What follows belongs to an exercise in optimizing a design on an open flow for small area; a production flow would make more cautious choices.
Function was checked by simulation only, so behaviour that the tests miss may differ from the original.
Power figures rest on the tool's default switching activity, not on a simulated workload.

<file path="flow/config.mk">
export PLATFORM = sky130hd
export DESIGN_NAME = BBqM
export DESIGN_NICKNAME = BBqM
export VERILOG_FILES = /design/flow/design.v
export SDC_FILE = /design/flow/constraint.sdc
export NUM_CORES = 4
export LEC_CHECK = 0
export CAP_MARGIN = 20
export CORE_MARGIN = 2
export CORE_UTILIZATION = 40
export CTS_BUF_LIST = sky130_fd_sc_hd__clkbuf_4
export SLEW_MARGIN = 20
</file>
<file path="flow/constraint.sdc">
create_clock -name core_clock -period 20.0 [get_ports {CLK}]
set_input_delay 4.0000 -clock core_clock [delete_from_list [all_inputs] [get_ports {CLK}]]
set_output_delay 4.0000 -clock core_clock [all_outputs]
set_load 0.01 [all_outputs]
</file>
<file path="flow/design.v">
module Display ( Tcount , Pcode , led0_Pcount , led1_Pcount , led0_Wtime , led1_Wtime ) ;
input [1:0] Tcount ;
input [2:0] Pcode ;
output [6:0] led0_Pcount , led1_Pcount , led0_Wtime , led1_Wtime ;
wire [4:0] a = { Tcount , Pcode } ;
localparam [7:0] PSEG_0 = 8'b10000011 ;
localparam [7:0] PSEG_1 = 8'b10001110 ;
localparam [7:0] PSEG_2 = 8'b10111010 ;
localparam [7:0] PSEG_3 = 8'b10010010 ;
localparam [7:0] PSEG_4 = 8'b00000100 ;
localparam [7:0] PSEG_5 = 8'b01100000 ;
localparam [7:0] PSEG_6 = 8'b00010010 ;
localparam [31:0] W0_0 = 32'b00100001010100011000000111111111 ;
localparam [31:0] W0_1 = 32'b00100010100100101001001000000000 ;
localparam [31:0] W0_2 = 32'b10101110001101101010101000000000 ;
localparam [31:0] W0_3 = 32'b00100100000101001000000000000000 ;
localparam [31:0] W0_4 = 32'b00000000100000000001000000000000 ;
localparam [31:0] W0_5 = 32'b00011000000010000010010000000000 ;
localparam [31:0] W0_6 = 32'b00000100000001001000000000000000 ;
localparam [31:0] W1_0 = 32'b11111111111111110111111111111111 ;
localparam [31:0] W1_1 = 32'b00000000110000001111000000000000 ;
localparam [31:0] W1_2 = 32'b00000000110000000111000000000000 ;
localparam [31:0] W1_3 = 32'b00000000110000000111000000000000 ;
localparam [31:0] W1_4 = 32'b00000000000000001000000000000000 ;
localparam [31:0] W1_5 = 32'b00000000000000000000000000000000 ;
localparam [31:0] W1_6 = 32'b00000000110000000111000000000000 ;
assign led0_Pcount[0] = PSEG_0[Pcode] ;
assign led0_Pcount[1] = PSEG_1[Pcode] ;
assign led0_Pcount[2] = PSEG_2[Pcode] ;
assign led0_Pcount[3] = PSEG_3[Pcode] ;
assign led0_Pcount[4] = PSEG_4[Pcode] ;
assign led0_Pcount[5] = PSEG_5[Pcode] ;
assign led0_Pcount[6] = PSEG_6[Pcode] ;
assign led0_Wtime[0] = W0_0[a] ;
assign led0_Wtime[1] = W0_1[a] ;
assign led0_Wtime[2] = W0_2[a] ;
assign led0_Wtime[3] = W0_3[a] ;
assign led0_Wtime[4] = W0_4[a] ;
assign led0_Wtime[5] = W0_5[a] ;
assign led0_Wtime[6] = W0_6[a] ;
assign led1_Wtime[0] = W1_0[a] ;
assign led1_Wtime[1] = W1_1[a] ;
assign led1_Wtime[2] = W1_2[a] ;
assign led1_Wtime[3] = W1_3[a] ;
assign led1_Wtime[4] = W1_4[a] ;
assign led1_Wtime[5] = W1_5[a] ;
assign led1_Wtime[6] = W1_6[a] ;
assign led1_Pcount = 7'b0000001 ;
endmodule
module FF ( clk , en , reset , D , Q ) ;
input clk , en , D , reset ;
output reg Q ;
always @( posedge clk or posedge reset )
  if ( reset )
    Q <= 1'b0 ;
  else if ( en )
    Q <= ~D ;
endmodule
module clock_divider ( clk , reset , Tick5Hz ) ;
input clk , reset ;
output Tick5Hz ;
localparam [16:0] SEED = 17'h0484c ;
localparam [16:0] TERM = 17'h01f90 ;
localparam [16:0] MASK = 17'h1f7df ;
reg [16:0] s ;
assign Tick5Hz = ( ( s ^ TERM ) & MASK ) == 17'd0 ;
wire fb = ~( s[16] ^ s[4] ) ;
always @( posedge clk or posedge reset )
  if ( reset )
    s <= SEED ;
  else
    s <= { s[15:6] , s[5] ^ Tick5Hz , s[4:0] , fb } ;
endmodule
module UpDown_Counter_FSM ( clk , en , reset , up , down , Pcode , Full_Flag , Empty_Flag , Alarm_Flag ) ;
input clk , en , reset , up , down ;
output reg [2:0] Pcode ;
output Full_Flag , Empty_Flag ;
output reg Alarm_Flag ;
assign Empty_Flag = ( Pcode == 3'd0 ) ;
assign Full_Flag  = ( Pcode == 3'd7 ) ;
wire [4:0] a = { up , down , Pcode } ;
localparam [31:0] NXT_0 = 32'b11010101110101010101010010101010 ;
localparam [31:0] NXT_1 = 32'b11100110111001101001100011001100 ;
localparam [31:0] NXT_2 = 32'b11111000111110001110000011110000 ;
wire [2:0] Pnext = { NXT_2[a] , NXT_1[a] , NXT_0[a] } ;
always @( posedge clk or posedge reset )
  if ( reset ) begin
    Pcode <= 3'd0 ;
    Alarm_Flag <= 1'b0 ;
  end else if ( en ) begin
    Pcode <= Pnext ;
    if ( up ) Alarm_Flag <= Full_Flag ;
    else if ( down ) Alarm_Flag <= Empty_Flag ;
  end
endmodule
module Counter ( Up , Down , CLK , reset , Pcode , Empty_Flag , Full_Flag , Alarm_Flag ) ;
input CLK , reset , Up , Down ;
output [2:0] Pcode ;
output Full_Flag , Empty_Flag , Alarm_Flag ;
wire Tick5Hz ;  
wire Q_UP , Q_DOWN ;
clock_divider clk ( CLK , reset , Tick5Hz ) ;
FF FF_UP ( CLK , Tick5Hz , reset , Up , Q_UP ) ;
FF FF_DOWN ( CLK , Tick5Hz , reset , Down , Q_DOWN ) ;
UpDown_Counter_FSM UpDown ( CLK , Tick5Hz , reset , Q_UP , Q_DOWN , Pcode , Full_Flag , Empty_Flag , Alarm_Flag ) ;
endmodule
module BBqM ( Up , Down , CLK , reset , Tcount , Empty_Flag , Full_Flag , Alarm_Flag , led0_Pcount , led1_Pcount , led0_Wtime , led1_Wtime ) ;
input Up , Down , CLK , reset ;
input [1:0] Tcount ;
output Empty_Flag , Full_Flag , Alarm_Flag ;
output [6:0] led0_Pcount , led1_Pcount ;
output [6:0] led0_Wtime , led1_Wtime ;
wire [2:0] Pcode ;
Counter COUNTER ( Up , Down , CLK , reset , Pcode , Empty_Flag , Full_Flag , Alarm_Flag ) ;
Display DISPLAY ( Tcount , Pcode , led0_Pcount , led1_Pcount , led0_Wtime , led1_Wtime ) ;
endmodule
</file>
<file path="flow/run.sh">
#!/bin/bash
# synth_recipe.tcl (not shown) runs the flow's synth.tcl, then flattens the netlist and writes it again
# the make line also repeats each setting of config.mk as NAME=value (left out here)
make -C /OpenROAD-flow-scripts/flow DESIGN_CONFIG=/design/flow/config.mk WORK_HOME=/design/flow/orfs CLKGATE_MAP_FILE= SYNTH_SCRIPT=/design/flow/synth_recipe.tcl finish
</file>
==> summary.txt <==
==> logic make-up after synthesis <==
kind of cell               count (synthesis)
DFF                                       23
xor gates and xnor gates                   2
and+or+nand+nor                           43
muxes                                      7
adders and majority gates                  7
AOI/OAI and AO/OA                         30
other                                      2
buffers and inverters                     23
==> stage by stage <==
stage          setup slack [ns]  cells  hold slack (ns)   util  instance area [um^2]
2_1_floorplan             11.10    143            0.346      -                  1350
6_report                   9.95    202            0.378  0.516                  1600
4_1_cts                    9.94    202            0.373  0.516                  1600
3_3_place_gp              10.03    198            0.362  0.506                  1570
5_1_grt                    9.83    202            0.374  0.516                  1600
3_5_place_dp               9.94    198            0.355  0.506                  1570
==> layout make-up <==
class	count	area, um^2	area share
inverter	6	22.5	0.0141
multi-input combinational	97	632	0.395
tap	44	55.1	0.0344
clock buffer	4	30.0	0.0187
timing repair buffer	28	280	0.175
sequential	23	582	0.363
==> cell usage after synthesis (2+ instances only) <==
library cell,number,area (um^2)
a22o_1,2,17.5
mux2i_1,4,40.0
a21o_1,2,15.0
o21ai_1,2,10.0
nor2b_1,5,31.3
o211ai_1,3,22.5
ha_1,7,87.6
o22a_1,2,17.5
nand2_1,16,60.1
inv_1,5,18.8
dfrtp_1,18,450
nand2b_1,2,12.5
buf_2,5,25.0
o21ai_0,8,40.0
conb_1,2,7.51
xnor2_1,2,17.5
a21oi_1,7,35.0
mux2_2,3,33.8
nor4b_2,2,30.0
dfstp_2,5,131
buf_4,11,82.6
nor2_1,9,33.8
a31oi_1,2,12.5
==> per-layer routing <==
| layer | GRT usage | vias up |
|---|---|---|
| li1 | - | 489 |
| met3 | 0.0441 | 5 |
| met1 | 0.214 | 482 |
| met4 | 0.0547 | 0 |
| met5 | 0 | - |
| met2 | 0.223 | 30 |
==> final timing paths <==
kind	start	endpoint
worst max-delay path	Tcount[0]	led1_Wtime[3]
worst min-delay path	COUNTER.clk.s[2]	COUNTER.clk.s[3]
worst max register to register	COUNTER.clk.s[1]	flip-flop
worst min register to register	COUNTER.clk.s[2]	COUNTER.clk.s[3]
max in group asynchronous	reset	COUNTER.clk.s[12]
min in group asynchronous	reset	async pin
==> where the power goes <==
group          switching, mW  internal (mW)  leakage (nW)  total (mW)
clock network         0.0136        0.00916        0.0184      0.0227
registers                  0         0.0465         0.270      0.0465
logic                0.00290        0.00163         0.390     0.00452
==> worst max-delay path, stage by stage <==
cell and delay (ns):
clkdlybuf4s50_1 0.76, nand2b_1 0.17, or2_2 0.30, a21oi_1 0.22, clkdlybuf4s50_1 0.59
==> flow_summary.json <==
{
  "grt_pass1_vias": 896,
  "wl_um": 2600,
  "dr_total_vias": 1006,
  "drt-met1-wl_um": 1230,
  "max-clock-path-buffers": 2,
  "synth_top_family_by_area": "simple AND/OR/NAND/NOR gates",
  "synth-edff-count": 0,
  "fmax_ghz": 0.0995,
  "via_per_inst": 4.98,
  "r2r_slack_ns": 18.13,
  "overflow": 0,
  "finalSetupViolations": 0,
  "cap_violations": 0,
  "worstHoldPathCells": 0,
  "dpl.hpwl_um": 1930,
  "clock_latency_ns": 0.31,
  "dr.first_iter.drc_count": 40,
  "ant_nets": 0,
  "mostFrequentLayoutCells": "clkdlybuf4s50_1 (28), dfrtp_1 (18), nand2_1 (16), nor2_1 (9)",
  "reg2reg_depth": 4,
  "arrival_ns": 6.05,
  "die_y_um": 61.6,
  "vdd_drop_max_mv": 0.0448,
  "first_pass_iters": 4,
  "syn_to_final_growth_pct": 20.9,
  "period_share": 0.502,
  "grt_pass1_wl_um": 4170,
  "synth-seq-area-share": 0.439,
  "io_buffers": 28,
  "drive_above_1_share": 0.108,
  "antenna-diode-count": 0,
  "async_reset_ff_frac": 1.00,
  "totalPowerFinal_mw": 0.0738,
  "min-delay-path-class": "flip-flop to flip-flop",
  "finalSetupTns_ns": 0,
  "cts_resized": 0,
  "yosys.area_share.simple": 0.178,
  "max_slew_margin": 0.456,
  "crit_path_start_kind": "primary input",
  "netlist_area_mm2": 0.00133,
  "n_fill_cell": 320,
  "rows": 20,
  "met3_length_um": 119,
  "nets": 172,
  "num_io_pins": 37,
  "yosys.cell_types.count": 36,
  "synth_compound_area_frac": 0.141,
  "synth_xor_area_frac": 0.0132,
  "top_layer_used": "met4",
  "cts-root-buf": "clkbuf_4",
  "grt_use_total": 0.152,
  "die_w_um": 61.6,
  "cts_hold_buffers": 0,
  "cts_max_level": 1,
  "period_needed_ns": 10.05,
  "clock_sinks": 23,
  "post_cts_buffers": 0,
  "drc": 0,
  "rsz0062_at_grt": "false",
  "power_leakage_nw": 0.679,
  "report.final.slew_viol_count": 0,
  "gp_congestion": 0.775,
  "synthAdderAreaFrac": 0.0661,
  "final_common_cell": "clkdlybuf4s50_1",
  "hold_viol": 0,
  "synth_cells": 137,
  "ys_warn_count": 3,
  "fp.coreArea_mm2": 0.00310,
  "worst_pin_slew_ns": 0.815,
  "endpoint_kind": "output pin",
  "antenna_found_initial": 0,
  "avgRoutedWirePerCell_um": 12.9,
  "synth_flop_cell": "dfrtp_1",
  "critPathKind": "primary input to output pin",
  "crit_required_ns": 16.00,
  "synth-seq-cells": 23,
  "cts_buffers": 3,
  "syn_area_per_cell_um2": 9.67,
  "worst-path-max-fanout": 14,
  "grt_max_degree": 24,
  "skew_ns": 0.00403,
  "synth_mux_area_frac": 0.0557,
  "start_util": 0.427,
  "power_density_mw_per_mm2": 46.1,
  "status": "complete, no violations",
  "cts_tree": "done",
  "die-area_mm2": 0.00379,
  "path_clk_slew_ns": 0.12,
  "wl_met2_um": 1220
}

## re-timing with driven ports
No port has a modelled driver above. Below, the same layout with a new extraction and two added sets of constraints.
Step 1 (the two cells are an assumption about what drives the block):
set clk [get_ports {CLK}]
set_driving_cell -lib_cell sky130_fd_sc_hd__clkbuf_16 $clk
set_driving_cell -lib_cell sky130_fd_sc_hd__buf_2 [delete_from_list [all_inputs] $clk]
Step 2 moves the port delays by t, midway between the first and last clock arrival at a register: inputs arrive t later, outputs are due t later. That takes back most of the time a late clock gives input paths.
Three values: ideal, step 1, step 2; two values: the first two.
shift t [ns]: 0.333
slack for setup (ns): 9.954 / 9.931 / 9.931
worst hold slack (ns): 0.378 / 0.378 / 0.378
worst setup path after step 2: input to output
worst slew at a driven data input, ns: 0.03
After both steps this run still meets setup and hold. For this run, drivers alone change the setup slack by -0.023 ns; drivers and shift together by -0.023 ns.
